What follows belongs to an exercise in optimizing a design on an open flow for small area; a production flow would make more cautious choices.
Where RTL was checked, it was by simulation tests only, not by an equivalence proof against the original.
The RTL of runs 1 and 2 was laid out without a check of its function.
The clock cells of runs 2 to 4 come from the design's own scripts or RTL, not from TritonCTS.
The flow treats the clock pin as an ideal source. Dropping or thinning the clock tree relies on that and would not hold on a real chip.
Power is estimated from default activity; no workload was simulated.

===== design.v =====
module formula # (
	parameter LEN = 8
) (
	input                         clk,
	input                         rst,
	input  signed [    LEN - 1:0] a,
	input  signed [    LEN - 1:0] b,
	input  signed [    LEN - 1:0] c,
	input  signed [    LEN - 1:0] d,
	input                         input_vld,
	output signed [3 * LEN - 1:0] res,
	output                        res_overflow,
	output                        output_vld
);
	logic [4:0] vld;
	always_ff @(posedge clk or posedge rst)
		if (rst) vld <= '0;
		else     vld <= {vld[3:0], input_vld};
	wire na1;
	wire na2;
	wire na3;
	wire na4;
	wire na5;
	wire na6;
	wire na7;
	wire na8;
	wire nc9;
	wire nc10;
	wire nc11;
	wire nc12;
	wire nc13;
	wire nc14;
	wire nc15;
	wire nc16;
	wire s17, c17;
	wire s18, c18;
	wire s19, c19;
	wire s20, c20;
	wire s21, c21;
	wire s22, c22;
	wire s23, c23;
	wire s24, c24;
	wire ov25;
	wire s26, c26;
	wire s27, c27;
	wire s28, c28;
	wire s29, c29;
	wire s30, c30;
	wire s31, c31;
	wire s32, c32;
	wire nd33;
	wire nd34;
	wire nd35;
	wire nd36;
	wire nd37;
	wire nd38;
	wire nd39;
	assign na1 = ~a[0];
	assign na2 = ~a[1];
	assign na3 = ~a[2];
	assign na4 = ~a[3];
	assign na5 = ~a[4];
	assign na6 = ~a[5];
	assign na7 = ~a[6];
	assign na8 = ~a[7];
	assign nc9 = ~c[0];
	assign nc10 = ~c[1];
	assign nc11 = ~c[2];
	assign nc12 = ~c[3];
	assign nc13 = ~c[4];
	assign nc14 = ~c[5];
	assign nc15 = ~c[6];
	assign nc16 = ~c[7];
	ha_bit u17 (.a(na1), .b(b[0]), .s(s17), .co(c17));
	fa_bit u18 (.a(na2), .b(b[1]), .ci(c17), .s(s18), .co(c18));
	fa_bit u19 (.a(na3), .b(b[2]), .ci(c18), .s(s19), .co(c19));
	fa_bit u20 (.a(na4), .b(b[3]), .ci(c19), .s(s20), .co(c20));
	fa_bit u21 (.a(na5), .b(b[4]), .ci(c20), .s(s21), .co(c21));
	fa_bit u22 (.a(na6), .b(b[5]), .ci(c21), .s(s22), .co(c22));
	fa_bit u23 (.a(na7), .b(b[6]), .ci(c22), .s(s23), .co(c23));
	fa_bit u24 (.a(na8), .b(b[7]), .ci(c23), .s(s24), .co(c24));
	assign ov25 = c23 ^ c24;
	fa_bit u26 (.a(nc11), .b(nc10), .ci(nc9), .s(s26), .co(c26));
	fa_bit u27 (.a(nc12), .b(nc11), .ci(c26), .s(s27), .co(c27));
	fa_bit u28 (.a(nc13), .b(nc12), .ci(c27), .s(s28), .co(c28));
	fa_bit u29 (.a(nc14), .b(nc13), .ci(c28), .s(s29), .co(c29));
	fa_bit u30 (.a(nc15), .b(nc14), .ci(c29), .s(s30), .co(c30));
	fa_bit u31 (.a(nc16), .b(nc15), .ci(c30), .s(s31), .co(c31));
	fa_bit u32 (.a(nc16), .b(nc16), .ci(c31), .s(s32), .co(c32));
	assign nd33 = ~d[0];
	assign nd34 = ~d[1];
	assign nd35 = ~d[2];
	assign nd36 = ~d[3];
	assign nd37 = ~d[4];
	assign nd38 = ~d[5];
	assign nd39 = ~d[6];
	logic [7:0] nx1, nd1;
	logic [9:0] ny1;
	logic       ov1;
	always_ff @(posedge clk) begin
		nx1 <= {s24, s23, s22, s21, s20, s19, s18, s17};
		ov1 <= ov25;
		ny1 <= {c32, s32, s31, s30, s29, s28, s27, s26, nc10, c[0]};
		nd1 <= {d[7], nd39, nd38, nd37, nd36, nd35, nd34, nd33};
	end
	wire pp40;
	wire pp41;
	wire pp42;
	wire pp43;
	wire pp44;
	wire pp45;
	wire pp46;
	wire pp47;
	wire pp48;
	wire pp49;
	wire pp50;
	wire pp51;
	wire pp52;
	wire pp53;
	wire pp54;
	wire pp55;
	wire pp56;
	wire pp57;
	wire pp58;
	wire pp59;
	wire pp60;
	wire pp61;
	wire pp62;
	wire pp63;
	wire pp64;
	wire pp65;
	wire pp66;
	wire pp67;
	wire pp68;
	wire pp69;
	wire pp70;
	wire pp71;
	wire pp72;
	wire pp73;
	wire pp74;
	wire pp75;
	wire pp76;
	wire pp77;
	wire pp78;
	wire pp79;
	wire pp80;
	wire pp81;
	wire pp82;
	wire pp83;
	wire pp84;
	wire pp85;
	wire pp86;
	wire pp87;
	wire pp88;
	wire pp89;
	wire pp90;
	wire pp91;
	wire pp92;
	wire pp93;
	wire pp94;
	wire pp95;
	wire pp96;
	wire pp97;
	wire pp98;
	wire pp99;
	wire pp100;
	wire pp101;
	wire pp102;
	wire pp103;
	wire pp104;
	wire pp105;
	wire pp106;
	wire pp107;
	wire pp108;
	wire pp109;
	wire pp110;
	wire pp111;
	wire pp112;
	wire pp113;
	wire pp114;
	wire pp115;
	wire pp116;
	wire pp117;
	wire pp118;
	wire pp119;
	wire s120, c120;
	wire s121, c121;
	wire s122, c122;
	wire s123, c123;
	wire s124, c124;
	wire s125, c125;
	wire s126, c126;
	wire s127, c127;
	wire s128, c128;
	wire s129, c129;
	wire s130, c130;
	wire s131, c131;
	wire s132, c132;
	wire s133, c133;
	wire s134, c134;
	wire s135, c135;
	wire s136, c136;
	wire s137, c137;
	wire s138, c138;
	wire s139, c139;
	wire s140, c140;
	wire s141, c141;
	wire s142, c142;
	wire s143, c143;
	wire s144, c144;
	wire s145, c145;
	wire s146, c146;
	wire s147, c147;
	wire s148, c148;
	wire s149, c149;
	wire s150, c150;
	wire s151, c151;
	wire s152, c152;
	wire s153, c153;
	wire s154, c154;
	wire s155, c155;
	wire s156, c156;
	wire s157, c157;
	wire s158, c158;
	wire s159, c159;
	wire s160, c160;
	wire s161, c161;
	wire s162, c162;
	wire s163, c163;
	wire s164, c164;
	wire s165, c165;
	wire s166, c166;
	wire s167, c167;
	wire s168, c168;
	wire s169, c169;
	wire s170, c170;
	wire s171, c171;
	wire s172, c172;
	wire s173, c173;
	wire s174, c174;
	wire s175, c175;
	wire s176, c176;
	wire s177, c177;
	wire s178, c178;
	wire s179, c179;
	wire s180, c180;
	wire s181, c181;
	wire s182, c182;
	wire s183, c183;
	wire s184, c184;
	wire s185, c185;
	wire s186, c186;
	wire s187, c187;
	wire s188, c188;
	wire s189, c189;
	wire s190, c190;
	wire s191, c191;
	wire s192;
	assign pp40 = ~(nx1[0] | ny1[0]);
	assign pp41 = ~(nx1[0] | ny1[1]);
	assign pp42 = ~(nx1[0] | ny1[2]);
	assign pp43 = ~(nx1[0] | ny1[3]);
	assign pp44 = ~(nx1[0] | ny1[4]);
	assign pp45 = ~(nx1[0] | ny1[5]);
	assign pp46 = ~(nx1[0] | ny1[6]);
	assign pp47 = ~(nx1[0] | ny1[7]);
	assign pp48 = ~(nx1[0] | ny1[8]);
	assign pp49 = ~(nx1[1] | ny1[0]);
	assign pp50 = ~(nx1[1] | ny1[1]);
	assign pp51 = ~(nx1[1] | ny1[2]);
	assign pp52 = ~(nx1[1] | ny1[3]);
	assign pp53 = ~(nx1[1] | ny1[4]);
	assign pp54 = ~(nx1[1] | ny1[5]);
	assign pp55 = ~(nx1[1] | ny1[6]);
	assign pp56 = ~(nx1[1] | ny1[7]);
	assign pp57 = ~(nx1[1] | ny1[8]);
	assign pp58 = ~(nx1[2] | ny1[0]);
	assign pp59 = ~(nx1[2] | ny1[1]);
	assign pp60 = ~(nx1[2] | ny1[2]);
	assign pp61 = ~(nx1[2] | ny1[3]);
	assign pp62 = ~(nx1[2] | ny1[4]);
	assign pp63 = ~(nx1[2] | ny1[5]);
	assign pp64 = ~(nx1[2] | ny1[6]);
	assign pp65 = ~(nx1[2] | ny1[7]);
	assign pp66 = ~(nx1[2] | ny1[8]);
	assign pp67 = ~(nx1[3] | ny1[0]);
	assign pp68 = ~(nx1[3] | ny1[1]);
	assign pp69 = ~(nx1[3] | ny1[2]);
	assign pp70 = ~(nx1[3] | ny1[3]);
	assign pp71 = ~(nx1[3] | ny1[4]);
	assign pp72 = ~(nx1[3] | ny1[5]);
	assign pp73 = ~(nx1[3] | ny1[6]);
	assign pp74 = ~(nx1[3] | ny1[7]);
	assign pp75 = ~(nx1[3] | ny1[8]);
	assign pp76 = ~(nx1[4] | ny1[0]);
	assign pp77 = ~(nx1[4] | ny1[1]);
	assign pp78 = ~(nx1[4] | ny1[2]);
	assign pp79 = ~(nx1[4] | ny1[3]);
	assign pp80 = ~(nx1[4] | ny1[4]);
	assign pp81 = ~(nx1[4] | ny1[5]);
	assign pp82 = ~(nx1[4] | ny1[6]);
	assign pp83 = ~(nx1[4] | ny1[7]);
	assign pp84 = ~(nx1[4] | ny1[8]);
	assign pp85 = ~(nx1[5] | ny1[0]);
	assign pp86 = ~(nx1[5] | ny1[1]);
	assign pp87 = ~(nx1[5] | ny1[2]);
	assign pp88 = ~(nx1[5] | ny1[3]);
	assign pp89 = ~(nx1[5] | ny1[4]);
	assign pp90 = ~(nx1[5] | ny1[5]);
	assign pp91 = ~(nx1[5] | ny1[6]);
	assign pp92 = ~(nx1[5] | ny1[7]);
	assign pp93 = ~(nx1[5] | ny1[8]);
	assign pp94 = ~(nx1[6] | ny1[0]);
	assign pp95 = ~(nx1[6] | ny1[1]);
	assign pp96 = ~(nx1[6] | ny1[2]);
	assign pp97 = ~(nx1[6] | ny1[3]);
	assign pp98 = ~(nx1[6] | ny1[4]);
	assign pp99 = ~(nx1[6] | ny1[5]);
	assign pp100 = ~(nx1[6] | ny1[6]);
	assign pp101 = ~(nx1[6] | ny1[7]);
	assign pp102 = ~(nx1[6] | ny1[8]);
	assign pp103 = (nx1[7] | ny1[0]);
	assign pp104 = (nx1[7] | ny1[1]);
	assign pp105 = (nx1[7] | ny1[2]);
	assign pp106 = (nx1[7] | ny1[3]);
	assign pp107 = (nx1[7] | ny1[4]);
	assign pp108 = (nx1[7] | ny1[5]);
	assign pp109 = (nx1[7] | ny1[6]);
	assign pp110 = (nx1[7] | ny1[7]);
	assign pp111 = (nx1[7] | ny1[8]);
	assign pp112 = (nx1[0] | ny1[9]);
	assign pp113 = (nx1[1] | ny1[9]);
	assign pp114 = (nx1[2] | ny1[9]);
	assign pp115 = (nx1[3] | ny1[9]);
	assign pp116 = (nx1[4] | ny1[9]);
	assign pp117 = (nx1[5] | ny1[9]);
	assign pp118 = (nx1[6] | ny1[9]);
	assign pp119 = ~(nx1[7] | ny1[9]);
	fa_bit u120 (.a(nd1[0]), .b(pp42), .ci(1'b1), .s(s120), .co(c120));
	fa_bit u121 (.a(pp50), .b(pp58), .ci(s120), .s(s121), .co(c121));
	fa_bit u122 (.a(nd1[1]), .b(pp43), .ci(pp51), .s(s122), .co(c122));
	fa_bit u123 (.a(pp59), .b(pp67), .ci(c120), .s(s123), .co(c123));
	fa_bit u124 (.a(s122), .b(c121), .ci(s123), .s(s124), .co(c124));
	fa_bit u125 (.a(nd1[2]), .b(pp44), .ci(pp52), .s(s125), .co(c125));
	fa_bit u126 (.a(pp60), .b(pp68), .ci(pp76), .s(s126), .co(c126));
	fa_bit u127 (.a(c122), .b(s125), .ci(s126), .s(s127), .co(c127));
	fa_bit u128 (.a(c123), .b(s127), .ci(c124), .s(s128), .co(c128));
	fa_bit u129 (.a(nd1[3]), .b(pp45), .ci(pp53), .s(s129), .co(c129));
	fa_bit u130 (.a(pp61), .b(pp69), .ci(pp77), .s(s130), .co(c130));
	fa_bit u131 (.a(pp85), .b(c125), .ci(c126), .s(s131), .co(c131));
	fa_bit u132 (.a(s129), .b(s130), .ci(c127), .s(s132), .co(c132));
	fa_bit u133 (.a(s131), .b(s132), .ci(c128), .s(s133), .co(c133));
	fa_bit u134 (.a(nd1[4]), .b(pp46), .ci(pp54), .s(s134), .co(c134));
	fa_bit u135 (.a(pp62), .b(pp70), .ci(pp78), .s(s135), .co(c135));
	fa_bit u136 (.a(pp86), .b(pp94), .ci(c129), .s(s136), .co(c136));
	fa_bit u137 (.a(c130), .b(s134), .ci(s135), .s(s137), .co(c137));
	fa_bit u138 (.a(c131), .b(s136), .ci(s137), .s(s138), .co(c138));
	fa_bit u139 (.a(c132), .b(s138), .ci(c133), .s(s139), .co(c139));
	fa_bit u140 (.a(nd1[5]), .b(pp47), .ci(1'b1), .s(s140), .co(c140));
	fa_bit u141 (.a(pp55), .b(pp63), .ci(pp71), .s(s141), .co(c141));
	fa_bit u142 (.a(pp79), .b(pp87), .ci(pp95), .s(s142), .co(c142));
	fa_bit u143 (.a(pp103), .b(c134), .ci(c135), .s(s143), .co(c143));
	fa_bit u144 (.a(s140), .b(s141), .ci(s142), .s(s144), .co(c144));
	fa_bit u145 (.a(c136), .b(c137), .ci(s143), .s(s145), .co(c145));
	fa_bit u146 (.a(s144), .b(c138), .ci(s145), .s(s146), .co(c146));
	fa_bit u147 (.a(nd1[6]), .b(pp48), .ci(pp56), .s(s147), .co(c147));
	fa_bit u148 (.a(pp64), .b(pp72), .ci(pp80), .s(s148), .co(c148));
	fa_bit u149 (.a(pp88), .b(pp96), .ci(pp104), .s(s149), .co(c149));
	fa_bit u150 (.a(c140), .b(c141), .ci(c142), .s(s150), .co(c150));
	fa_bit u151 (.a(s147), .b(s148), .ci(s149), .s(s151), .co(c151));
	fa_bit u152 (.a(c143), .b(c144), .ci(s150), .s(s152), .co(c152));
	fa_bit u153 (.a(s151), .b(c145), .ci(s152), .s(s153), .co(c153));
	fa_bit u154 (.a(nd1[7]), .b(pp57), .ci(pp65), .s(s154), .co(c154));
	fa_bit u155 (.a(pp73), .b(pp81), .ci(pp89), .s(s155), .co(c155));
	fa_bit u156 (.a(pp97), .b(pp105), .ci(pp112), .s(s156), .co(c156));
	fa_bit u157 (.a(c147), .b(c148), .ci(c149), .s(s157), .co(c157));
	fa_bit u158 (.a(s154), .b(s155), .ci(s156), .s(s158), .co(c158));
	fa_bit u159 (.a(c150), .b(c151), .ci(s157), .s(s159), .co(c159));
	fa_bit u160 (.a(s158), .b(c152), .ci(s159), .s(s160), .co(c160));
	fa_bit u161 (.a(pp66), .b(pp74), .ci(pp82), .s(s161), .co(c161));
	fa_bit u162 (.a(pp90), .b(pp98), .ci(pp106), .s(s162), .co(c162));
	fa_bit u163 (.a(pp113), .b(c154), .ci(c155), .s(s163), .co(c163));
	fa_bit u164 (.a(c156), .b(s161), .ci(s162), .s(s164), .co(c164));
	fa_bit u165 (.a(c157), .b(c158), .ci(s163), .s(s165), .co(c165));
	fa_bit u166 (.a(s164), .b(c159), .ci(s165), .s(s166), .co(c166));
	fa_bit u167 (.a(pp75), .b(pp83), .ci(pp91), .s(s167), .co(c167));
	fa_bit u168 (.a(pp99), .b(pp107), .ci(pp114), .s(s168), .co(c168));
	fa_bit u169 (.a(c161), .b(c162), .ci(s167), .s(s169), .co(c169));
	fa_bit u170 (.a(s168), .b(c163), .ci(c164), .s(s170), .co(c170));
	fa_bit u171 (.a(s169), .b(c165), .ci(s170), .s(s171), .co(c171));
	fa_bit u172 (.a(pp84), .b(pp92), .ci(pp100), .s(s172), .co(c172));
	fa_bit u173 (.a(pp108), .b(pp115), .ci(c167), .s(s173), .co(c173));
	fa_bit u174 (.a(c168), .b(s172), .ci(c169), .s(s174), .co(c174));
	fa_bit u175 (.a(s173), .b(c170), .ci(s174), .s(s175), .co(c175));
	fa_bit u176 (.a(pp93), .b(pp101), .ci(pp109), .s(s176), .co(c176));
	fa_bit u177 (.a(pp116), .b(c172), .ci(s176), .s(s177), .co(c177));
	fa_bit u178 (.a(c173), .b(s177), .ci(c174), .s(s178), .co(c178));
	fa_bit u179 (.a(pp102), .b(pp110), .ci(pp117), .s(s179), .co(c179));
	fa_bit u180 (.a(c176), .b(s179), .ci(c177), .s(s180), .co(c180));
	fa_bit u181 (.a(pp111), .b(pp118), .ci(c179), .s(s181), .co(c181));
	ha_bit u182 (.a(pp41), .b(pp49), .s(s182), .co(c182));
	ha_bit u183 (.a(s146), .b(c139), .s(s183), .co(c183));
	fa_bit u184 (.a(c146), .b(s153), .ci(c183), .s(s184), .co(c184));
	ha_bit u185 (.a(c153), .b(s160), .s(s185), .co(c185));
	fa_bit u186 (.a(c160), .b(s166), .ci(c185), .s(s186), .co(c186));
	fa_bit u187 (.a(c166), .b(s171), .ci(c186), .s(s187), .co(c187));
	fa_bit u188 (.a(c171), .b(s175), .ci(c187), .s(s188), .co(c188));
	fa_bit u189 (.a(c175), .b(s178), .ci(c188), .s(s189), .co(c189));
	fa_bit u190 (.a(s180), .b(c178), .ci(c189), .s(s190), .co(c190));
	fa_bit u191 (.a(s181), .b(c180), .ci(c190), .s(s191), .co(c191));
	assign s192 = pp119 ^ c181 ^ c191;
	logic [16:0] s2;
	always_ff @(posedge clk)
		s2  <= ({s192, s191, s190, s189, s188, s187, s186, s185, s184, s183, s139, s133, s128, s124, s121, s182, pp40} | {1'b0, {3{ov1}}, 13'd0}) & {~ov1, 16'hffff};
	logic [1:0] bc2;
	always_ff @(posedge clk)
		bc2 <= {c184, c182} & {2{~ov1}};
	wire sg193;
	wire k194;
	wire s195, c195;
	wire s196, c196;
	wire s197, c197;
	wire s198, c198;
	wire s199, c199;
	wire s200, c200;
	wire s201, c201;
	wire s202, c202;
	wire s203, c203;
	wire s204, c204;
	wire s205, c205;
	wire s206, c206;
	wire s207, c207;
	wire s208, c208;
	wire s209, c209;
	wire s210;
	assign sg193 = s2[16] ^ (s2[15] & (s2[14] & (s2[13] & (s2[12] & (s2[11] & (s2[10] & ((s2[9] & (s2[8] & (s2[7] & (s2[6] & (s2[5] & (s2[4] & (s2[3] & (s2[2] & bc2[0])))))))) | (s2[9] & bc2[1]) | ((s2[8] & (s2[7] & (s2[6] & (s2[5] & (s2[4] & (s2[3] & (s2[2] & bc2[0]))))))) & bc2[1]))))))));
	assign k194 = s2[0] & sg193;
	ha_bit u195 (.a(s2[1]), .b(k194), .s(s195), .co(c195));
	fa_bit u196 (.a(s2[2]), .b(c195), .ci(bc2[0]), .s(s196), .co(c196));
	ha_bit u197 (.a(s2[3]), .b(c196), .s(s197), .co(c197));
	ha_bit u198 (.a(s2[4]), .b(c197), .s(s198), .co(c198));
	ha_bit u199 (.a(s2[5]), .b(c198), .s(s199), .co(c199));
	ha_bit u200 (.a(s2[6]), .b(c199), .s(s200), .co(c200));
	ha_bit u201 (.a(s2[7]), .b(c200), .s(s201), .co(c201));
	ha_bit u202 (.a(s2[8]), .b(c201), .s(s202), .co(c202));
	fa_bit u203 (.a(s2[9]), .b(c202), .ci(bc2[1]), .s(s203), .co(c203));
	ha_bit u204 (.a(s2[10]), .b(c203), .s(s204), .co(c204));
	ha_bit u205 (.a(s2[11]), .b(c204), .s(s205), .co(c205));
	ha_bit u206 (.a(s2[12]), .b(c205), .s(s206), .co(c206));
	ha_bit u207 (.a(s2[13]), .b(c206), .s(s207), .co(c207));
	ha_bit u208 (.a(s2[14]), .b(c207), .s(s208), .co(c208));
	ha_bit u209 (.a(s2[15]), .b(c208), .s(s209), .co(c209));
	assign s210 = s2[16] ^ c209;
	logic [15:0] r3, r4, r5;
	always_ff @(posedge clk) begin
		r3 <= {s210, s209, s208, s207, s206, s205, s204, s203, s202, s201, s200, s199, s198, s197, s196, s195};
		r4 <= r3;
		r5 <= r4;
	end
	assign output_vld   = vld[4];
	assign res_overflow = ~r5[15] & r5[14] & r5[13] & r5[12];
	assign res          = {{8{r5[15]}}, r5};
endmodule
module fa_bit (input a, input b, input ci, output s, output co);
	assign s  = a ^ b ^ ci;
	assign co = (a & b) | (a & ci) | (b & ci);
endmodule
module ha_bit (input a, input b, output s, output co);
	assign s  = a ^ b;
	assign co = a & b;
endmodule

===== flow/run.sh =====
#!/bin/bash
# The standard layout (the standard.sh) with these ORFS settings:
# synthesis buffers removed at floorplan, the smallest buffer on each port,
# and a clock tree of small clock buffers without dummy loads.
set -e
bash standard.sh REMOVE_ABC_BUFFERS=1 BUFFER_PORTS_ARGS="-buffer_cell sky130_fd_sc_hd__buf_1" CTS_ARGS="-sink_clustering_enable -repair_clock_nets -dont_use_dummy_load -buf_list {sky130_fd_sc_hd__clkbuf_8}" finish > standard.log 2>&1

===== standard.sh =====
#!/bin/bash
# synth_recipe.tcl (not shown) runs the flow's synth.tcl, then flattens the netlist and writes it again
# the make line also repeats each setting of config.mk as NAME=value (left out here)
make -C /OpenROAD-flow-scripts/flow DESIGN_CONFIG=/design/flow/config.mk WORK_HOME=/design/flow/orfs CLKGATE_MAP_FILE= SYNTH_SCRIPT=/design/flow/synth_recipe.tcl "${@:-finish}"

===== config.mk =====
export PLATFORM = sky130hd
export DESIGN_NAME = formula
export DESIGN_NICKNAME = formula
export VERILOG_FILES = /design/flow/design.v
export SDC_FILE = /design/flow/constraint.sdc
export NUM_CORES = 4
export LEC_CHECK = 0
export CAP_MARGIN = 0
export CORE_MARGIN = 2
export CORE_UTILIZATION = 40
export GPL_TIMING_DRIVEN = 0
export SLEW_MARGIN = 0
export SYNTH_HIERARCHICAL = 1

===== constraint.sdc =====
create_clock -name core_clock -period 6.0 [get_ports {clk}]
set_input_delay 1.2000 -clock core_clock [delete_from_list [all_inputs] [get_ports {clk}]]
set_output_delay 1.2000 -clock core_clock [all_outputs]
set_load 0.01 [all_outputs]

==> flow_summary_export.csv, run 1 <==
group,metric,value,unit
setup_path,cp-end-kind,"register",
logic_synthesis,yosys_warnings,7,
die,die_x,112,um
cts,clkSinkCount,99,
timing,skew,37.5,ps
die,ios,61,
die,start_util,40.7,%
setup_path,slowest_delay,600,ps
global_route,grt_pass1_wl,12200,um
routing,wire_per_inst,12.9,um
placement,place_area,4910,um2
cts,clk_pin_slew_worst_paths,110,ps
min_path,hold_class,"register to register",
timing,fin_crit_sh,96.1,%
setup_path,cp_num_buf_inv,0,
setup_path,path_cells,"nor2_1 > fa_1 > fa_1 > fa_1 > fa_1 > ha_1 > fa_1 > fa_1 > fa_1 > fa_1 > fa_1 > fa_1 > xor2_1 > xnor2_1 > nor2_1",
timing,period_needed,5770,ps
die,core_area,11400,um2
setup_path,path_common_cell,"fa_1",
routing,ant_nets,0,
global_route,globalRouteTotalUtil,12.6,%
placement,dp_hpwl,5390,um
routing,num_vias,2424,
outcome,status,"timing/DRC/antenna clean",
logic_synthesis,netlist-cell-type-count,20,
setup_path,critPathSlowestCell,"dfxtp_1",
pwr,power.density,572,nW/um2
routing,viasPerCell,4.51,
timing,holdWs,307,ps
run,drv_cap,0,
pwr,power,2880,uW
setup_path,cp_top_family,"adder cells",
placement,pre_cts_slack,143,ps
timing,hold_viol,0,
pwr,cellLeakagePower,0.00217,uW
setup_path,worstPathRequired,6240,ps
cts,clk_latency,370,ps
pwr,ir_worst_vdd,0.203,mV
cts,ctsHoldBuffers,0,
layout,num_antenna_cells,0,
cts,htreeDepth,3,
logic_synthesis,syn_avg_cell_area,13.3,um2
timing,fmaxAchievable,173,MHz
logic_synthesis,syn_inst,349,
routing,drtIter0Drc,111,
cts,post_cts_resized,0,
global_route,overflow,0,
die,die_h,112,um
die,dieArea,12400,um2
die,rows,39,
global_route,grt_max_degree,21,
logic_synthesis,synth-seq-area-share,43.4,%
placement,gp_congestion,0.853,
logic_synthesis,netlist_area,4620,um2
layout,drive_gt1_share,8.10,%
routing,drc,0,
logic_synthesis,synth-seq-cells,99,
routing,wirelength,6930,um
layout,fin_nets,534,
timing,finalSetupViolCount,0,
layout,fillCellCount,1066,
setup_path,critical_path_arrival,6000,ps
timing,fin_ws,232,ps
routing,drtPass1Iterations,5,
timing,final_max_slew_viol_count,0,
layout,final_cell_mix,"dfxtp_1 (91), fa_1 (85), nor2_1 (65)",
layout,syn_to_final_growth,8.98,%
cts,cts_buffers,9,
global_route,grt_pass1_vias,2634,
layout,mostFrequentLayoutCell,"dfxtp_1",
setup_path,crit_type,"register to register",
cts,cts_buffer_depth,2,
cts,cts-root-buf,"clkbuf_8",
global_route,antenna_found_initial,0,
setup_path,cp-start-kind,"register",
timing,setup_tns,0,ps
cts,postCtsSetupRepairBufs,0,
layout,design_area,5040,um2
timing,rsz0062_at_grt,"false",
cts,cts_tree,"yes",
placement,portBuffers,60,
setup_path,path_max_fanout,10,
## synth_stat cells
master / instances / area, um2
dfxtp_1: 94 / 1880
fa_1: 85 / 1700
nor2_1: 65 / 244
inv_1: 24 / 90.1
or2_2: 19 / 119
ha_1: 17 / 213
clkbuf_1: 16 / 60.1
buf_4: 8 / 60.1
dfrtp_1: 5 / 125
nand4_1: 3 / 18.8
xor2_1: 3 / 26.3
nor2b_1: 2 / 12.5
a21boi_1: 1 / 7.51
and4b_1: 1 / 10.0
conb_1: 1 / 3.75
o211ai_1: 1 / 7.51
o2bb2a_4: 1 / 20.0
o31ai_1: 1 / 7.51
or4_1: 1 / 7.51
xnor2_1: 1 / 8.76
## Yosys stat by module (local to each module, per instance)
| module | copies in the design | cells inside | flip-flops and latches |
|---|---|---|---|
| formula | 1 | 247 | 99 |
| fa_bit | 85 | 1 | 0 |
| ha_bit | 17 | 1 | 0 |
## worst register-to-register path, stage by stage (launching register included)
cell and delay [ps]:
dfxtp_1 600, nor2_1 120, fa_1 460, fa_1 450, fa_1 600, fa_1 420, ha_1 200, fa_1 380
fa_1 390, fa_1 390, fa_1 380, fa_1 400, fa_1 390, xor2_1 160, xnor2_1 260, nor2_1 70
## sequential cells by signal, indices dropped and copies added (netlist names)
signal / cells
s2: 17
nx1: 8
nd1: 8
r3: 16
ov1: 1
bc2: 2
vld: 5
r5: 16
r4: 16
ny1: 10
## worst paths after layout
kind	depth (start not counted)	startpoint	slack, ps	end
hold / removal	0	r4[15]$_DFF_P_	310	r5[15]$_DFF_P_
setup / recovery	15	nx1[1]$_DFF_P_	230	s2[16]$_DFF_P_
hold reg to reg	0	r4[15]$_DFF_P_	310	r5[15]$_DFF_P_
setup reg to reg	15	nx1[1]$_DFF_P_	230	s2[16]$_DFF_P_
min in group asynchronous	2	rst	700	vld[4]$_DFF_PP0_
max in group asynchronous	2	rst	5120	vld[1]$_DFF_PP0_
## per-stage QoR
step                util, %  std cells
finish                 44.3        538
floorplan                 -        326
detailed placement     43.2        529
CTS                    44.3        538
global route           44.3        538
global placement       43.2        529
## routing by layer
layer,GRT usage [%],vias to the layer above,part of all wire (%)
li1,-,1124,-
met1,16.2,1205,45
met2,20.7,87,48
met3,3.65,8,6.5
met4,3.87,0,0.91
met5,0,-,0
## cell families after synthesis
kind of cell | share of synthesized area, %
and+or+nand+nor | 8.90
other | 0.0811
buffers and inverters | 4.55
AOI/OAI and AO/OA | 0.920
xor gates and xnor gates | 0.758
adders and majority gates | 41.4
DFF | 43.4
## where the power goes
| group | switching [uW] | internal [uW] |
|---|---|---|
| Combinational | 751 | 725 |
| Sequential | 136 | 945 |
| Clock | 190 | 135 |
## layout make-up
class | count | area [um2] | share of cell area (%)
multi-input combinational | 203 | 2410 | 47.8
sequential | 99 | 2010 | 39.9
timing repair buffer | 60 | 225 | 4.47
tap | 143 | 179 | 3.55
clock buffer | 9 | 124 | 2.46
inverter | 24 | 90.1 | 1.79
==> run 2, diff against run 1 <==
==> flow/run.sh (replaced) <==
#!/bin/bash
# The standard layout (the standard.sh) with these ORFS settings:
# synthesis buffers removed at floorplan, the smallest buffer on each port,
# and a hand-built one-level clock tree (flow/manual_cts.tcl) in place of CTS.
set -e
here=$(pwd)
bash standard.sh REMOVE_ABC_BUFFERS=1 BUFFER_PORTS_ARGS="-buffer_cell sky130_fd_sc_hd__buf_1" \
  PRE_CTS_TCL=$here/flow/manual_cts.tcl finish > standard.log 2>&1
==> flow/manual_cts.tcl (new file) <==
# Clock tree built by hand before CTS: the clock port drives NGROUP clock buffers,
# each of which drives the registers of one placement region. All registers sit
# at the same depth (one buffer) so the tree is balanced.
set ngx 2
set ngy 2
set bufcell sky130_fd_sc_hd__clkbuf_16
set db [ord::get_db]
set block [ord::get_db_block]
set master [$db findMaster $bufcell]
set clk_net [$block findNet clk]
set sinks {}
foreach it [$clk_net getITerms] {
  set inst [$it getInst]
  set bb [$inst getBBox]
  set x [expr {([$bb xMin] + [$bb xMax]) / 2}]
  set y [expr {([$bb yMin] + [$bb yMax]) / 2}]
  lappend sinks [list $it $x $y]
}
puts "manual CTS: [llength $sinks] sinks"
set n [llength $sinks]
set byx [lsort -integer -index 1 $sinks]
set per_col [expr {($n + $ngx - 1) / $ngx}]
set g 0
for {set cx 0} {$cx < $ngx} {incr cx} {
  set col [lrange $byx [expr {$cx * $per_col}] [expr {($cx + 1) * $per_col - 1}]]
  set byy [lsort -integer -index 2 $col]
  set m [llength $byy]
  set per_row [expr {($m + $ngy - 1) / $ngy}]
  for {set cy 0} {$cy < $ngy} {incr cy} {
    set grp [lrange $byy [expr {$cy * $per_row}] [expr {($cy + 1) * $per_row - 1}]]
    if {[llength $grp] == 0} { continue }
    set sx 0; set sy 0
    foreach s $grp { incr sx [lindex $s 1]; incr sy [lindex $s 2] }
    set mx [expr {$sx / [llength $grp]}]
    set my [expr {$sy / [llength $grp]}]
    set inst [odb::dbInst_create $block $master "clkbuf_man_$g"]
    set net [odb::dbNet_create $block "clknet_man_$g"]
    $net setSigType CLOCK
    [$inst findITerm A] connect $clk_net
    [$inst findITerm X] connect $net
    foreach s $grp {
      set it [lindex $s 0]
      $it disconnect
      $it connect $net
    }
    $inst setLocation $mx $my
    $inst setPlacementStatus PLACED
    puts "manual CTS: buffer $g drives [llength $grp] sinks at ($mx, $my)"
    incr g
  }
}
# the tree is in place; the flow's clock_tree_synthesis call is skipped
proc clock_tree_synthesis {args} { puts "clock_tree_synthesis skipped: manual clock tree" }
==> flow_summary_export.csv, run 2 <==
group,metric,value,unit
timing,fmaxAchievable,174,MHz
layout,design_area,5020,um2
setup_path,crit_type,"register to register",
layout,final_cells,533,
setup_path,path_max_fanout,10,
logic_synthesis,syn_avg_cell_area,13.3,um2
logic_synthesis,synth_top_family_by_area,"adder cells",
logic_synthesis,netlist_area,4620,um2
timing,fin_crit_sh,95.8,%
global_route,grt_pass1_vias,2564,
placement,dp_cells,529,
routing,ant_nets,0,
routing,wirelength,6730,um
timing,hold_viol,0,
pwr,power,2820,uW
logic_synthesis,ys_top_cells_by_area,"dfxtp_1 (41%), fa_1 (37%), nor2_1 (5.3%)",
routing,drtIter0Drc,83,
setup_path,r2r_slack,250,ps
logic_synthesis,synth-seq-area-share,43.4,%
setup_path,reg2reg_depth,15,
timing,finalSetupViolCount,0,
placement,gp_congestion,0.853,
outcome,status,"timing/DRC/antenna clean",
pwr,ir_worst_vdd,0.307,mV
logic_synthesis,synth_fa_ha_area_share,41.4,%
placement,place_area,4910,um2
logic_synthesis,synth.most_common_cell,"dfxtp_1",
routing,wire_per_inst,12.6,um
placement,portBuffers,60,
timing,holdWs,332,ps
pwr,cellLeakagePower,0.00215,uW
routing,drc,0,
logic_synthesis,syn_inst,349,
logic_synthesis,synth_ff_type,"dfxtp_1",
routing,num_vias,2393,
layout,num_antenna_cells,0,
setup_path,cp-start-kind,"register",
logic_synthesis,synth_compound_area_share,0.920,%
logic_synthesis,synthArstFlopShare,5.05,%
cts,clk_latency,150,ps
logic_synthesis,synth_common_cells,"dfxtp_1 (94), fa_1 (85), nor2_1 (65)",
layout,drive_gt1_share,7.18,%
timing,final_max_slew_viol_count,0,
die,core_area,11400,um2
logic_synthesis,yosys.area_share.simple,8.90,%
logic_synthesis,synth_top_cell_by_area,"dfxtp_1",
placement,dp_hpwl,5390,um
global_route,antenna_found_initial,0,
routing,drtPass1Iterations,4,
logic_synthesis,synth-seq-cells,99,
logic_synthesis,synth_xor_area_share,0.758,%
timing,skew,7.40,ps
min_path,min_delay_path_depth,0,
layout,largest_reg_flops,17,
setup_path,critical_path_arrival,5790,ps
logic_synthesis,synth_edf_count,0,
global_route,overflow,0,
timing,rsz0062_at_grt,"false",
setup_path,worstPathRequired,6050,ps
die,die_x,112,um
global_route,globalRouteTotalUtil,11.4,%
layout,mostFrequentLayoutCell,"dfxtp_1",
global_route,grt_pass1_wl,11900,um
timing,setup_tns,0,ps
layout,fin_nets,529,
min_path,hold_class,"register to register",
logic_synthesis,synth_mux_area_share,0,%
global_route,grt_max_degree,26,
cts,postCtsSetupRepairBufs,0,
pwr,power.density,563,nW/um2
die,dieArea,12400,um2
cts,clk_pin_slew_worst_paths,90,ps
die,die_h,112,um
layout,final_cell_mix,"dfxtp_1 (90), fa_1 (85), nor2_1 (65)",
layout,syn_to_final_growth,8.50,%
die,start_util,40.7,%
logic_synthesis,synth_top_area_share,40.7,%
die,rows,39,
layout,top_register,"s2",
logic_synthesis,yosys_warnings,7,
timing,period_needed,5750,ps
setup_path,cp-end-kind,"register",
layout,fillCellCount,1074,
routing,viasPerCell,4.49,
run,drv_cap,0,
logic_synthesis,netlist-cell-type-count,20,
die,ios,61,
run 2: cell counts after synthesis:
Identical to the previous run, type by type.
run 2: final timing paths:
path	startpoint	to
worst max-delay path	nx1[4]$_DFF_P_	s2[16]$_DFF_P_
worst min-delay path	r4[15]$_DFF_P_	r5[15]$_DFF_P_
worst max register to register	nx1[4]$_DFF_P_	s2[16]$_DFF_P_
worst min register to register	r4[15]$_DFF_P_	r5[15]$_DFF_P_
max in group asynchronous	rst	vld[0]$_DFF_PP0_
min in group asynchronous	rst	vld[2]$_DFF_PP0_
run 2: power by group:
group          total, uW  switching, uW  internal, uW
clock network        271            149           122
registers           1080            137           945
logic               1470            749           723
total               2820           1030          1790
run 2: timing repair:
item / in CTS / in global routing
resized for setup: 0 / 4
setup endpoints to repair: 0 / 1
hold buffers: 0 / 0
run 2: final cells by class:
| type | instances | area [um2] | area share [%] |
|---|---|---|---|
| inverter | 24 | 90.1 | 1.80 |
| sequential | 99 | 2010 | 40.1 |
| tap | 143 | 179 | 3.57 |
| timing repair buffer | 60 | 225 | 4.49 |
| buffer | 4 | 100 | 2.00 |
| multi-input combinational | 203 | 2410 | 48.1 |
run 2: per-module statistics from Yosys (local to each module, per instance):
| module | copies in the design | area [um2] | cells |
|---|---|---|---|
| fa_bit | 85 | 20.0 | 1 |
| ha_bit | 17 | 12.5 | 1 |
| formula | 1 | 2710 | 247 |
run 2: stage by stage:
step           worst slack [ps]  utilization, %
3_3_place_gp                180            43.2
5_1_grt                    32.4            44.1
2_1_floorplan               682               -
3_5_place_dp                143            43.2
6_report                    251            44.1
4_1_cts                     162            44.1
run 2: critical path, stage by stage, from the launching register on:
cell and delay (ps):
dfxtp_1 590, nor2_1 120, fa_1 460, fa_1 420, fa_1 600, fa_1 420, ha_1 200, fa_1 380
fa_1 390, fa_1 390, fa_1 380, fa_1 400, fa_1 390, xor2_1 160, xnor2_1 260, nor2_1 70
run 2: kinds of logic (layout without fill, tap and decap cells):
kind of cell,after synthesis,in the layout
other,1,2
XOR/XNOR,4,4
flip-flops,99,99
AO/OA/AOI/OAI,4,4
adder cells (fa/ha/maj),102,102
AND/OR/NAND/NOR,91,91
buffers and inverters,48,88
run 2: per-layer routing:
| metal | global-route usage (%) | part of all wire [%] | up-vias |
|---|---|---|---|
| met3 | 0.762 | 4.9 | 9 |
| met1 | 15.7 | 45 | 1198 |
| met5 | 0 | 0 | - |
| met2 | 20.5 | 48 | 70 |
| li1 | - | - | 1116 |
| met4 | 1.89 | 2.0 | 0 |
==> run 3, diff against run 2 <==
--- a/design.v
+++ b/design.v
@@ -402,8 +402,8 @@
 	ha_bit u183 (.a(s146), .b(c139), .s(s183), .co(c183));
 	fa_bit u184 (.a(c146), .b(s153), .ci(c183), .s(s184), .co(c184));
-	ha_bit u185 (.a(c153), .b(s160), .s(s185), .co(c185));
+	fa_bit u185 (.a(c153), .b(s160), .ci(c184), .s(s185), .co(c185));
 	fa_bit u186 (.a(c160), .b(s166), .ci(c185), .s(s186), .co(c186));
 	fa_bit u187 (.a(c166), .b(s171), .ci(c186), .s(s187), .co(c187));
-	fa_bit u188 (.a(c171), .b(s175), .ci(c187), .s(s188), .co(c188));
+	ha_bit u188 (.a(c171), .b(s175), .s(s188), .co(c188));
 	fa_bit u189 (.a(c175), .b(s178), .ci(c188), .s(s189), .co(c189));
 	fa_bit u190 (.a(s180), .b(c178), .ci(c189), .s(s190), .co(c190));
@@ -415,5 +415,5 @@
 	logic [1:0] bc2;
 	always_ff @(posedge clk)
-		bc2 <= {c184, c182} & {2{~ov1}};
+		bc2 <= {c187, c182} & {2{~ov1}};
 	wire sg193;
 	wire k194;
@@ -434,5 +434,5 @@
 	wire s209, c209;
 	wire s210;
-	assign sg193 = s2[16] ^ (s2[15] & (s2[14] & (s2[13] & (s2[12] & (s2[11] & (s2[10] & ((s2[9] & (s2[8] & (s2[7] & (s2[6] & (s2[5] & (s2[4] & (s2[3] & (s2[2] & bc2[0])))))))) | (s2[9] & bc2[1]) | ((s2[8] & (s2[7] & (s2[6] & (s2[5] & (s2[4] & (s2[3] & (s2[2] & bc2[0]))))))) & bc2[1]))))))));
+	assign sg193 = s2[16] ^ (s2[15] & (s2[14] & (s2[13] & ((s2[12] & (s2[11] & (s2[10] & (s2[9] & (s2[8] & (s2[7] & (s2[6] & (s2[5] & (s2[4] & (s2[3] & (s2[2] & bc2[0]))))))))))) | (s2[12] & bc2[1]) | ((s2[11] & (s2[10] & (s2[9] & (s2[8] & (s2[7] & (s2[6] & (s2[5] & (s2[4] & (s2[3] & (s2[2] & bc2[0])))))))))) & bc2[1])))));
 	assign k194 = s2[0] & sg193;
 	ha_bit u195 (.a(s2[1]), .b(k194), .s(s195), .co(c195));
@@ -444,8 +444,8 @@
 	ha_bit u201 (.a(s2[7]), .b(c200), .s(s201), .co(c201));
 	ha_bit u202 (.a(s2[8]), .b(c201), .s(s202), .co(c202));
-	fa_bit u203 (.a(s2[9]), .b(c202), .ci(bc2[1]), .s(s203), .co(c203));
+	ha_bit u203 (.a(s2[9]), .b(c202), .s(s203), .co(c203));
 	ha_bit u204 (.a(s2[10]), .b(c203), .s(s204), .co(c204));
 	ha_bit u205 (.a(s2[11]), .b(c204), .s(s205), .co(c205));
-	ha_bit u206 (.a(s2[12]), .b(c205), .s(s206), .co(c206));
+	fa_bit u206 (.a(s2[12]), .b(c205), .ci(bc2[1]), .s(s206), .co(c206));
 	ha_bit u207 (.a(s2[13]), .b(c206), .s(s207), .co(c207));
 	ha_bit u208 (.a(s2[14]), .b(c207), .s(s208), .co(c208));
==> flow_summary_export.csv, run 3 <==
group,metric,value,unit
global_route,globalRouteTotalUtil,11.6,%
min_path,worstHoldStart,"r4[11]$_DFF_P_",
die,core_area,11300,um2
timing,setup_tns,0,ps
setup_path,path_max_fanout,10,
cts,post_cts_resized,0,
min_path,hold_class,"register to register",
placement,portBuffers,60,
layout,regArea,2010,um2
layout,fillCellCount,1089,
placement,gp_congestion,0.838,
timing,period_needed,5150,ps
logic_synthesis,synthArstFlopShare,5.05,%
setup_path,crit_type,"register to register",
logic_synthesis,synth-seq-cells,99,
layout,fin_nets,530,
routing,num_vias,2381,
die,rows,39,
global_route,grt_pass1_wl,12100,um
setup_path,r2r-end,"bc2[1]$_DFF_P_",
timing,fmaxAchievable,194,MHz
timing,fin_crit_sh,85.9,%
cts,clk_latency,160,ps
global_route,grt_pass1_vias,2575,
routing,drc,0,
layout,num_antenna_cells,0,
cts,clk_pin_slew_worst_paths,100,ps
setup_path,critPathSlowestCell,"dfxtp_1",
outcome,status,"timing/DRC/antenna clean",
setup_path,reg2reg_depth,13,
logic_synthesis,synth.most_common_cell,"dfxtp_1",
setup_path,slowest_delay,580,ps
global_route,overflow,0,
setup_path,cp-end-kind,"register",
cts,postCtsSetupRepairBufs,0,
logic_synthesis,synth_common_cells,"dfxtp_1 (94), fa_1 (85), nor2_1 (65)",
logic_synthesis,netlist_area,4610,um2
timing,finalSetupViolCount,0,
logic_synthesis,synth_top_area_share,40.8,%
pwr,power.density,563,nW/um2
min_path,min_to,"r5[11]$_DFF_P_",
layout,multi_input_area,2400,um2
setup_path,path_cells,"nor2_1 > fa_1 > fa_1 > fa_1 > fa_1 > fa_1 > fa_1 > ha_1 > fa_1 > fa_1 > fa_1 > fa_1 > nor2b_1",
logic_synthesis,synth_edf_count,0,
placement,place_area,4900,um2
setup_path,r2r_slack,850,ps
routing,viasPerCell,4.46,
logic_synthesis,ys_top_cells_by_area,"dfxtp_1 (41%), fa_1 (37%), nor2_1 (5.3%)",
timing,hold_viol,0,
setup_path,cp_num_buf_inv,0,
layout,mostFrequentLayoutCell,"dfxtp_1",
min_path,min_delay_path_depth,0,
timing,rsz0062_at_grt,"false",
logic_synthesis,synth_top_cell_by_area,"dfxtp_1",
routing,wirelength,6920,um
placement,dp_cells,530,
run,drv_cap,0,
placement,dp_hpwl,5560,um
logic_synthesis,syn_inst,350,
layout,largest_reg_flops,17,
die,die_x,111,um
layout,drive_gt1_share,5.88,%
logic_synthesis,synth-seq-area-share,43.5,%
logic_synthesis,synth_ff_type,"dfxtp_1",
setup_path,critical_path_arrival,5210,ps
cts,ctsHoldBuffers,0,
pwr,power,2820,uW
timing,skew,15.0,ps
routing,ant_nets,0,
setup_path,reg2reg_from,"nx1[0]$_DFF_P_",
layout,final_cell_mix,"dfxtp_1 (94), fa_1 (85), nor2_1 (65)",
die,ios,61,
setup_path,cp_top_family,"adder cells",
setup_path,cp-start-kind,"register",
routing,drtIter0Drc,81,
logic_synthesis,syn_avg_cell_area,13.2,um2
layout,design_area,5000,um2
routing,wire_per_inst,12.9,um
routing,drtPass1Iterations,4,
die,die_h,111,um
layout,syn_to_final_growth,8.41,%
timing,final_max_slew_viol_count,0,
layout,final_cells,534,
setup_path,path_common_cell,"fa_1",
layout,top_register,"s2",
global_route,grt_max_degree,26,
pwr,cellLeakagePower,0.00216,uW
layout,utilization,44.2,%
logic_synthesis,yosys_warnings,7,
setup_path,worstPathRequired,6050,ps
logic_synthesis,netlist-cell-type-count,21,
die,start_util,40.8,%
die,dieArea,12400,um2
pwr,ir_worst_vdd,0.316,mV
global_route,antenna_found_initial,0,
==> run 3: per-stage QoR <==
| step | worst slack, ps | hold slack (ps) |
|---|---|---|
| after floorplan | 1180 | 310 |
| after global placement | 828 | 312 |
| after detailed placement | 794 | 312 |
| after CTS | 792 | 312 |
| after global routing | 594 | 339 |
| final | 845 | 331 |
==> run 3: cell families after synthesis <==
logic type / Yosys count / synth area share [%]
other: 1 / 0.0813
flip-flops: 99 / 43.5
adder cells (fa/ha/maj): 103 / 41.7
multiplexers: 1 / 0.217
buffers and inverters: 48 / 4.56
AND/OR/NAND/NOR: 94 / 9.19
XOR/XNOR: 4 / 0.759
==> run 3: area by class of cell <==
cell class | count | area share (%)
buffer | 4 | 2.00
inverter | 24 | 1.80
timing repair buffer | 60 | 4.50
tap | 143 | 3.58
sequential | 99 | 40.1
multi-input combinational | 204 | 48.0
==> run 3: layer usage <==
layer / vias up / GRT usage (%) / part of all wire [%]
li1: 1113 / - / -
met4: 0 / 0.988 / 1.0
met5: - / 0 / 0
met1: 1176 / 16.1 / 44
met3: 7 / 1.36 / 6.8
met2: 85 / 20.7 / 49
==> run 3: power by group <==
| part | leakage, uW | switching [uW] | internal [uW] |
|---|---|---|---|
| clock | 0.0000493 | 153 | 122 |
| sequential | 0.000850 | 134 | 945 |
| combinational | 0.00126 | 747 | 714 |
| total | 0.00216 | 1030 | 1780 |
==> run 3: modules after synthesis (local to each module, per instance) <==
module   flip-flops and latches  times used
formula                      99           1
fa_bit                        0          85
ha_bit                        0          17
==> run 3: worst max-delay path by stage <==
| stage | from | slack [ps] | cells past startpoint | end |
|---|---|---|---|---|
| 3_5_place_dp | nx1[0]$_DFF_P_ | 790 | 13 | bc2[1]$_DFF_P_ |
| 5_1_grt | nx1[0]$_DFF_P_ | 590 | 13 | bc2[1]$_DFF_P_ |
| 6_report | nx1[0]$_DFF_P_ | 850 | 13 | bc2[1]$_DFF_P_ |
| 4_1_cts | nx1[0]$_DFF_P_ | 790 | 13 | bc2[1]$_DFF_P_ |
| 2_1_floorplan | nx1[0]$_DFF_P_ | 1180 | 13 | bc2[1]$_DFF_P_ |
| 3_3_place_gp | nx1[0]$_DFF_P_ | 830 | 13 | bc2[1]$_DFF_P_ |
==> run 4, diff against run 3 <==
--- a/flow/run.sh
+++ b/flow/run.sh
@@ -2,5 +2,5 @@
 # The standard layout (the standard.sh) with these ORFS settings:
 # synthesis buffers removed at floorplan, the smallest buffer on each port,
-# and a hand-built one-level clock tree (flow/manual_cts.tcl) in place of CTS.
+# and a hand-built one-level clock tree of four buffers (flow/manual_cts.tcl) in place of CTS.
 set -e
 here=$(pwd)
==> flow/manual_cts.tcl (replaced) <==
# Clock tree built by hand before CTS (the flow's clock_tree_synthesis call is
# skipped). The registers are split by placement into a left and a right half,
# and each half into a lower and an upper part. The clock port drives one clock
# buffer per part: a larger part gets a clkbuf_16, a smaller one a clkbuf_8.
# Every register is one buffer away from the clock port.
set parts {{0.6 sky130_fd_sc_hd__clkbuf_16} {0.4 sky130_fd_sc_hd__clkbuf_8}}
set db [ord::get_db]
set block [ord::get_db_block]
set clk_net [$block findNet clk]
set sinks {}
foreach it [$clk_net getITerms] {
  set bb [[$it getInst] getBBox]
  lappend sinks [list $it [expr {([$bb xMin] + [$bb xMax]) / 2}] [expr {([$bb yMin] + [$bb yMax]) / 2}]]
}
set n [llength $sinks]
puts "manual CTS: $n sinks"
set byx [lsort -integer -index 1 $sinks]
set half [expr {$n / 2}]
set cols [list [lrange $byx 0 [expr {$half - 1}]] [lrange $byx $half end]]
set g 0
foreach col $cols {
  set byy [lsort -integer -index 2 $col]
  set m [llength $byy]
  set k0 [expr {int(round($m * [lindex $parts 0 0]))}]
  # the larger part is the lower one in the left half and the upper one in the right half
  if {$g == 0} {
    set grps [list [list [lrange $byy 0 [expr {$k0 - 1}]] [lindex $parts 0 1]] [list [lrange $byy $k0 end] [lindex $parts 1 1]]]
  } else {
    set k1 [expr {$m - $k0}]
    set grps [list [list [lrange $byy 0 [expr {$k1 - 1}]] [lindex $parts 1 1]] [list [lrange $byy $k1 end] [lindex $parts 0 1]]]
  }
  foreach gb $grps {
    lassign $gb grp cell
    set sx 0; set sy 0
    foreach s $grp { incr sx [lindex $s 1]; incr sy [lindex $s 2] }
    set mx [expr {$sx / [llength $grp]}]
    set my [expr {$sy / [llength $grp]}]
    set inst [odb::dbInst_create $block [$db findMaster $cell] "clkbuf_man_$g"]
    set net [odb::dbNet_create $block "clknet_man_$g"]
    $net setSigType CLOCK
    [$inst findITerm A] connect $clk_net
    [$inst findITerm X] connect $net
    foreach s $grp {
      set it [lindex $s 0]
      $it disconnect
      $it connect $net
    }
    $inst setLocation $mx $my
    $inst setPlacementStatus PLACED
    puts "manual CTS: $cell $g drives [llength $grp] sinks at ($mx, $my)"
    incr g
  }
}
proc clock_tree_synthesis {args} { puts "clock_tree_synthesis skipped: manual clock tree" }
==> flow_summary_export.csv, run 4 <==
group,metric,value,unit
outcome,status,"timing/DRC/antenna clean",
global_route,grt_pass1_vias,2577,
setup_path,path_max_fanout,10,
timing,hold_viol,0,
pwr,power_frac_comb,52.5,%
pwr,power_frac_seq,38.7,%
routing,wirelength,6940,um
logic_synthesis,synth_top_cell_by_area,"dfxtp_1",
logic_synthesis,ys_top_cells_by_area,"dfxtp_1 (41%), fa_1 (37%), nor2_1 (5.3%)",
logic_synthesis,netlist-cell-type-count,21,
logic_synthesis,synth_edf_count,0,
die,dieArea,12400,um2
routing,drc,0,
die,die_x,111,um
setup_path,crit_type,"register to register",
setup_path,critical_path_arrival,5220,ps
routing,drtPass1Iterations,4,
logic_synthesis,synth-seq-cells,99,
logic_synthesis,synth_ff_type,"dfxtp_1",
cts,ctsHoldBuffers,0,
layout,top_register,"s2",
logic_synthesis,synth_top_area_share,40.8,%
placement,dp_cells,530,
layout,syn_to_final_growth,7.92,%
placement,dp_hpwl,5560,um
routing,drtIter0Drc,78,
run,drv_cap,0,
layout,regArea,2010,um2
setup_path,worstPathRequired,6070,ps
global_route,grt_pass1_wl,12200,um
logic_synthesis,synthArstFlopShare,5.05,%
pwr,internal-power,1750,uW
setup_path,crit_start,"nx1[0]$_DFF_P_",
die,start_util,40.8,%
pwr,switching_share,37.1,%
timing,rsz0062_at_grt,"false",
global_route,gr-usage-met1,16.1,%
logic_synthesis,yosys_warnings,7,
logic_synthesis,synth.most_common_cell,"dfxtp_1",
logic_synthesis,synth_common_cells,"dfxtp_1 (94), fa_1 (85), nor2_1 (65)",
setup_path,cp-start-kind,"register",
logic_synthesis,syn_avg_cell_area,13.2,um2
layout,mostFrequentLayoutCell,"dfxtp_1",
timing,finalSetupViolCount,0,
timing,period_needed,5150,ps
layout,final_cell_mix,"dfxtp_1 (94), fa_1 (85), nor2_1 (65)",
cts,clk_latency,170,ps
timing,fin_crit_sh,85.8,%
pwr,p_clk_share,8.8,%
timing,final_max_slew_viol_count,0,
cts,clk_pin_slew_worst_paths,120,ps
layout,multi_input_area,2400,um2
timing,setup_tns,0,ps
logic_synthesis,netlist_area,4610,um2
global_route,globalRouteTotalUtil,11.7,%
cts,post_cts_resized,0,
routing,viasPerCell,4.46,
global_route,grt_max_degree,31,
global_route,met3_usage,1.36,%
min_path,hold_class,"register to register",
layout,fillCellCount,1090,
setup_path,reg2reg_from,"nx1[0]$_DFF_P_",
global_route,global_route.usage.met2,21.0,%
routing,ant_nets,0,
global_route,overflow,0,
pwr,p_sw,1040,uW
layout,fin_nets,530,
pwr,power.density,560,nW/um2
cts,postCtsSetupRepairBufs,0,
die,core_area,11300,um2
setup_path,cp-end-kind,"register",
placement,gp_congestion,0.838,
pwr,cellLeakagePower,0.00215,uW
die,ios,61,
layout,largest_reg_flops,17,
logic_synthesis,syn_inst,350,
layout,drive_gt1_share,5.88,%
global_route,antenna_found_initial,0,
layout,final_cells,534,
placement,portBuffers,60,
timing,skew,15.6,ps
die,die_h,111,um
timing,fmaxAchievable,194,MHz
global_route,grt.busiest_layer,"met2",
logic_synthesis,synth-seq-area-share,43.5,%
layout,num_antenna_cells,0,
die,rows,39,
min_path,worstHoldStart,"r3[9]$_DFF_P_",
routing,wire_per_inst,13.0,um
pwr,ir_worst_vdd,0.279,mV
routing,num_vias,2383,
[run 4: cells by family after synthesis]
| group | synth area share [%] |
|---|---|
| buf+inv | 4.56 |
| xor+xnor | 0.759 |
| other cells | 0.0813 |
| simple gates | 9.19 |
| mux | 0.217 |
| fa+ha+maj | 41.7 |
| flops | 43.5 |
[run 4: metrics by stage]
step	hold WS [ps]	setup slack [ps]	util [%]	total power, uW	area (um2)
6_report	335	849	44.0	2790	4980
5_1_grt	344	607	44.0	3210	4980
4_1_cts	312	792	44.0	2800	4980
3_5_place_dp	312	794	43.3	2590	4900
3_3_place_gp	312	828	43.3	2540	4900
2_1_floorplan	310	1180	-	2150	4500
[run 4: path summary, 6_finish.rpt]
path                               endpoint  slack, ps  cells after the start
setup / recovery             bc2[1]$_DFF_P_        850                     13
hold / removal                r4[9]$_DFF_P_        330                      0
setup reg to reg             bc2[1]$_DFF_P_        850                     13
hold reg to reg               r4[9]$_DFF_P_        330                      0
max in group asynchronous  vld[3]$_DFF_PP0_       4950                      2
min in group asynchronous  vld[4]$_DFF_PP0_        880                      2
[run 4: critical path: stages, from the launching register on]
cell,delay [ps]
dfxtp_1,590
nor2_1,130
fa_1,480
fa_1,400
fa_1,410
fa_1,390
fa_1,390
fa_1,380
ha_1,200
fa_1,390
fa_1,400
fa_1,400
fa_1,360
nor2b_1,130
[run 4: power by group through the flow]
stage	registers (uW)	logic, uW	clock network, uW
CTS	1100	1510	191
global route	1120	1810	288
detailed placement	1100	1490	0
global placement	1090	1450	0
floorplan	1100	1050	0
finish	1080	1460	245
[run 4: modules after synthesis (local to each module, per instance)]
module   flip-flops and latches  cells inside
ha_bit                        0             1
fa_bit                        0             1
formula                      99           248
[run 4: area by class of cell]
cell class	count	share of cell area [%]
multi-input cells	204	48.2
flip-flops and latches	99	40.3
repair buffers	60	4.52
well taps	143	3.59
inverters	24	1.81
plain buffers	4	1.56
[run 4: metal layers]
metal | routed length, um | share of wire [%] | up-vias
li1 | - | - | 1115
met1 | 3010 | 43 | 1176
met2 | 3410 | 49 | 83
met3 | 425 | 6.1 | 9
met4 | 91 | 1.3 | 0
met5 | 0 | 0 | -

## static timing again, ports no longer ideal
No port has a modelled driver above. Below, the same layouts with a new extraction and two added sets of constraints. Step 1 sets driving cells, clkbuf_16 on the clock port and buf_2 on the other inputs (assumed; they add their load-dependent delay and slew). Step 2 times the ports against the registers' clock, not the clock port: input delays grow and output delays shrink by t, the midpoint of the rising clock arrivals with the driver on. Slacks: ideal ports / drivers / drivers and shift; pairs: ideal ports / drivers.
| run | t (ns) | slack for setup (ns) | worst hold slack (ns) | slew at the worst register clock pin (ns) |
|---|---|---|---|---|
| run 1 | 0.382 | 0.232 / 0.232 / 0.232 | 0.307 / 0.307 / 0.307 | 0.11 / 0.11 |
| run 2 | 0.235 | 0.251 / 0.251 / 0.251 | 0.332 / 0.332 / 0.332 | 0.09 / 0.09 |
| run 3 | 0.225 | 0.845 / 0.845 / 0.845 | 0.331 / 0.331 / 0.331 | 0.10 / 0.10 |
| run 4 | 0.231 | 0.849 / 0.850 / 0.850 | 0.335 / 0.335 / 0.335 | 0.12 / 0.12 |
After both steps every run listed still meets setup and hold.
